Source: an optimization exercise on an open RTL-to-GDS flow (aim: small area and a short achievable clock period). Production flows keep margins and buffers that such runs may drop. Only simulation tests tie the RTL to the original design; equivalence was not proved. No activity file was given, so power comes from the tool's default toggle rates.

== old ==
Design apb_top, start of the top module:
module apb_top #(parameter ADDRESS=8, parameter DATA =8, parameter LOCATION=64)(
input PCLK,PRESETn,transfer,READ_WRITE,
input [ADDRESS-1:0] apb_write_paddr,apb_read_paddr,
input [DATA-1:0] apb_write_data,
output [DATA-1:0] apb_read_data_out);
Size in the first run: roughly 1600 cells after synthesis.
clock: 5.0 ns
lec_check: 0
cap_margin: 20
core_margin: 2
core_utilization: 40
cts_buf_list: sky130_fd_sc_hd__clkbuf_4 sky130_fd_sc_hd__clkbuf_8
place_density: 0.6
setup_slack_margin: 2.5
slew_margin: 20
synth_hierarchical: 1
run.sh (not shown) runs the stock make flow with config.mk's settings and CLKGATE_MAP_FILE= SYNTH_SCRIPT=/design/flow/synth_recipe.tcl, a recipe that flattens the netlist after the stock synthesis.
Edits applied to the flow inputs when going from old to new:
==> flow/config.mk <==
export PLATFORM = sky130hd
export DESIGN_NAME = apb_top
export DESIGN_NICKNAME = apb_top
export VERILOG_FILES = /design/flow/design.v
export SDC_FILE = /design/flow/constraint.sdc
export NUM_CORES = 4
export LEC_CHECK = 0
export CAP_MARGIN = 20
export CORE_MARGIN = 2
export CORE_UTILIZATION = 40
export PLACE_DENSITY = 0.6
export SETUP_SLACK_MARGIN = 3.2
export SLEW_MARGIN = 20
export SYNTH_HIERARCHICAL = 1
--- outcome ---
Diff old -> new | total power | up by a few percent. The residual antenna-violating net count after detailed routing of old and that of new are within noise of each other. Looking at number of gates resized after CTS, new sits above old. The run with more setup slack is new; old has less. Utilization ended up 2.0 points higher on new than on old.


build 58:
The RTL this note starts from:
==> flow/design.v <==
module master_apb (
input PCLK,
input PRESETn,
input transfer,
output reg PENABLE
);
reg setup_q;
always @(posedge PCLK or negedge PRESETn)
begin
if(!PRESETn)
begin
setup_q<=1'b0;
PENABLE<=1'b0;
end
else
begin
setup_q<=transfer&~setup_q;
PENABLE<=setup_q;
end
end
endmodule
module RAM_slave #(parameter ADDRESS=8, parameter DATA=8, parameter LOCATION=64)(
input PCLK,PRESETn,
input PENABLE,
input PWRITE,
input [ADDRESS-1:0] waddr,
input [ADDRESS-1:0] raddr,
input [DATA-1:0] pwdata,
output reg [DATA-1:0] rdata
);
reg [DATA-1:0] memory [0:63];
reg [7:0] w_row, w_bank;    
reg [DATA-1:0] wr_data_n;   
wire [7:0] w_row_d, w_bank_d;
onehot8 w_row_dec (.en(PENABLE & PWRITE & (waddr < LOCATION)), .a(waddr[2:0]), .y(w_row_d));
dec8 w_bank_dec (.a(waddr[5:3]), .y(w_bank_d));
always @(posedge PCLK or negedge PRESETn)
begin
if(!PRESETn)
w_row<=8'b0;
else
w_row<=w_row_d;
end
always @(posedge PCLK)
begin
w_bank<=w_bank_d;
wr_data_n<=~pwdata;
end
wire rd = PENABLE & ~PWRITE;
wire [7:0] r_row [0:DATA/2-1];
wire [7:0] r_bank;
onehot8 r_bank_dec (.en(rd & (raddr < LOCATION)), .a(raddr[5:3]), .y(r_bank));
genvar g, b;
generate
for (b=0; b<DATA/2; b=b+1) begin : rdec
dec8 r_row_dec (.a(raddr[2:0]), .y(r_row[b]));
end
for (g=0; g<64; g=g+1) begin : loc
wire [DATA-1:0] d;
ram_row_next #(.DATA(DATA)) nxt (.bank(w_bank[g/8]), .row(w_row[g%8]), .wd_n(wr_data_n), .q(memory[g]), .d(d));
always @(posedge PCLK or negedge PRESETn)
begin
if(!PRESETn)
memory[g]<='b0;
else
memory[g]<=d;
end
end
for (b=0; b<DATA; b=b+1) begin : rbit
wire [7:0] bank_data;
wire rnext;
for (g=0; g<8; g=g+1) begin : bank
sel8 s (.sel(r_row[b/2]), .d({memory[8*g+7][b], memory[8*g+6][b], memory[8*g+5][b], memory[8*g+4][b],
                         memory[8*g+3][b], memory[8*g+2][b], memory[8*g+1][b], memory[8*g][b]}),
        .y(bank_data[g]));
end
sel8_hold s (.sel(r_bank), .d(bank_data), .hold(~rd), .q(rdata[b]), .y(rnext));
always @(posedge PCLK or negedge PRESETn)
begin
if(!PRESETn)
rdata[b]<=1'b0;
else
rdata[b]<=rnext;
end
end
endgenerate
endmodule
module ram_row_next #(parameter DATA=8)(
input bank, row,
input [DATA-1:0] wd_n,
input [DATA-1:0] q,
output [DATA-1:0] d
);
wire nwe = ~(bank & row);
genvar b;
generate
for (b=0; b<DATA; b=b+1) begin : bc
ram_bit_next nxt (.nwe(nwe), .wd_n(wd_n[b]), .q(q[b]), .d(d[b]));
end
endgenerate
endmodule
module ram_bit_next (
input nwe,
input wd_n,
input q,
output d
);
assign d = ~((wd_n | nwe) & ~(q & nwe));
endmodule
module onehot8 (
input en,
input [2:0] a,
output [7:0] y
);
assign y = en ? (8'b1 << a) : 8'b0;
endmodule
module dec8 (
input [2:0] a,
output [7:0] y
);
assign y = 8'b1 << a;
endmodule
module sel8 (
input [7:0] sel,
input [7:0] d,
output y
);
assign y = |(sel & d);
endmodule
module sel8_hold (
input [7:0] sel,
input [7:0] d,
input hold,
input q,
output y
);
assign y = |(sel & d) | (hold & q);
endmodule
module apb_top #(parameter ADDRESS=8, parameter DATA =8, parameter LOCATION=64)(
input PCLK,PRESETn,transfer,READ_WRITE,
input [ADDRESS-1:0] apb_write_paddr,apb_read_paddr,
input [DATA-1:0] apb_write_data,
output [DATA-1:0] apb_read_data_out);
wire PENABLE;
master_apb master(
.PCLK(PCLK),
.PRESETn(PRESETn),
.transfer(transfer),
.PENABLE(PENABLE));
RAM_slave #(.ADDRESS(ADDRESS),.DATA(DATA), .LOCATION(LOCATION)) slave_dut (
.PCLK(PCLK),
.PRESETn(PRESETn),
.PENABLE(PENABLE),
.PWRITE(READ_WRITE),
.waddr(apb_write_paddr),
.raddr(apb_read_paddr),
.pwdata(apb_write_data),
.rdata(apb_read_data_out)
);
endmodule
clock: 5.0 ns
lec_check: 0
cap_margin: 20
core_margin: 2
core_utilization: 40
place_density: 0.6
setup_slack_margin: 2.8
slew_margin: 20
synth_hierarchical: 1
tns_end_percent: 0
standard.sh (not shown) runs the stock make flow with config.mk's settings and CLKGATE_MAP_FILE= SYNTH_SCRIPT=/design/flow/synth_recipe.tcl, a recipe that flattens the netlist after the stock synthesis.
==> flow/flow/run.sh <==
#!/bin/bash
# The standard layout (standard.sh, synthesis unchanged) with three changes
# to how the layout is made:
#  - the resizer may pick any size of a cell, not only cells of the same footprint
#  - ports are buffered with buf_2 instead of the delay buffer buffer_ports picks
#  - larger clock-sink clusters and no CTS dummy loads
# Each tool's output stays in orfs/logs/; make's output goes to standard.log.
set -e
bash standard.sh \
  MATCH_CELL_FOOTPRINT=0 \
  "BUFFER_PORTS_ARGS=-buffer_cell sky130_fd_sc_hd__buf_2" \
  "CTS_ARGS=-sink_clustering_enable -repair_clock_nets -sink_clustering_size 30 -sink_clustering_max_diameter 100 -dont_use_dummy_load" \
  finish > standard.log 2>&1
Input-level comparison between build 84 and build 58:
- TNS_END_PERCENT: 0 -> 10
-- flow/flow/run.sh --
<<< build 58, line 12
  "CTS_ARGS=-sink_clustering_enable -repair_clock_nets -sink_clustering_size 30 -sink_clustering_max_diameter 100 -dont_use_dummy_load" \
>>> build 84, line 12
  "CTS_ARGS=-sink_clustering_enable -repair_clock_nets -sink_clustering_size 30 -sink_clustering_max_diameter 60 -dont_use_dummy_load" \
## What came out
Compared with build 58, build 84 shows a higher final cell count. Changes observed in build 84 relative to build 58: setup slack increased by 0.015 ns relative to the old numbers; internal power component shows an increase of 10%; first-iteration detailed-routing DRC count fell by 132; number of clock-tree buffers in the layout went up; switching fraction of total power now smaller. When build 84 is measured against build 58, its minimum clock period turns out 0.015 ns lower. Global-route usage is lower on build 58.
Input-level comparison between build 30 and build 84:
- TNS_END_PERCENT: 10 -> unset
-- flow/flow/run.sh --
<<< build 84, line 12
  "CTS_ARGS=-sink_clustering_enable -repair_clock_nets -sink_clustering_size 30 -sink_clustering_max_diameter 60 -dont_use_dummy_load" \
>>> build 30, line 12
  "CTS_ARGS=-sink_clustering_enable -repair_clock_nets -sink_clustering_size 25 -sink_clustering_max_diameter 100 -dont_use_dummy_load" \
## What came out
Summary — fill cell total of the finished layout, build 30 relative to build 84: higher, by about 0.6%. Between build 30 and build 84, the first-pass GRT wire length does not differ in any meaningful way. On first-iteration DRC count, build 84 beats build 30. Reported clock group power (build 30 over build 84): decrease, 22%. The net switching component of the power in build 84 is 1.07 times that in build 30. Diff build 30..build 84 | simple-gate share of the synthesized area | unchanged. Run comparison: build 30 critical path startpoint apb_read_paddr[0]; build 84 critical path startpoint apb_read_paddr[1]. Build 84 and build 30 ended up with nearly the same routed wire length. From build 84 to build 30 the numbers moved as follows: buffer and inverter count on the worst path now smaller; number of cells on the critical path down 2; share of final layout cell area taken by clock buffers and inverters dropped 1.5 points; global routing usage summed across all routing layers went down by 0.19 points.
Input-level comparison between build 7 and build 30:
- TNS_END_PERCENT newly set to 10
- SETUP_SLACK_MARGIN changed from 2.8 to 2.6
Results
- Build 30: done, clean on timing, DRC and antenna
- In summary, build 7 completed successfully, with a layout that passed the timing, DRC and antenna checks.
- Wire length: build 7 worse than build 30
- Clock buffer and inverter area fraction after layout: build 30 vs build 7 — no meaningful difference
- From build 30 to build 7, number of levels in the clock H-tree did not move at all.
- Build 7 vs build 30: area growth from synthesis to layout down in build 7
- Build 30 → build 7: proportion of total power due to net switching went up by 0.52 points, clock-buffer cell count now sits higher, final cell count did not really move.

## re-timing with driven ports
No port has a modelled driver above. Below, the same layouts with a new extraction and two added sets of constraints.
Step 1, drivers: a clkbuf_16 drives PCLK and a buf_2 each remaining input, both assumed.
Step 2, shift: input delay + t, output delay - t, t = (earliest + latest rising clock arrival at the registers) / 2. This alone moves slack from input paths to output paths.
a / b / c = ideal / step 1 / step 2; a / b = the first two.
| run | t (ns) | slack for setup (ns) | latest minus earliest clock arrival (ns) | worst slew at a driven data input, ns |
|---|---|---|---|---|
| old | 0.740 | 2.445 / 2.471 / 1.730 | 0.037 / 0.037 | 0.05 |
| new | 0.672 | 2.622 / 2.599 / 1.927 | 0.034 / 0.034 | 0.10 |
| build 58 | 0.640 | 2.756 / 2.694 / 2.141 | 0.052 / 0.052 | 0.06 |
| build 84 | 0.623 | 2.771 / 2.729 / 2.137 | 0.075 / 0.075 | 0.07 |
| build 30 | 0.639 | 2.750 / 2.709 / 2.089 | 0.025 / 0.025 | 0.08 |
| build 7 | 0.657 | 2.514 / 2.515 / 1.858 | 0.033 / 0.033 | 0.06 |
After both steps every run listed still meets setup and hold. The setup slack of old, which loses most, moves by +0.026 ns with the drivers and by -0.715 ns with both steps.
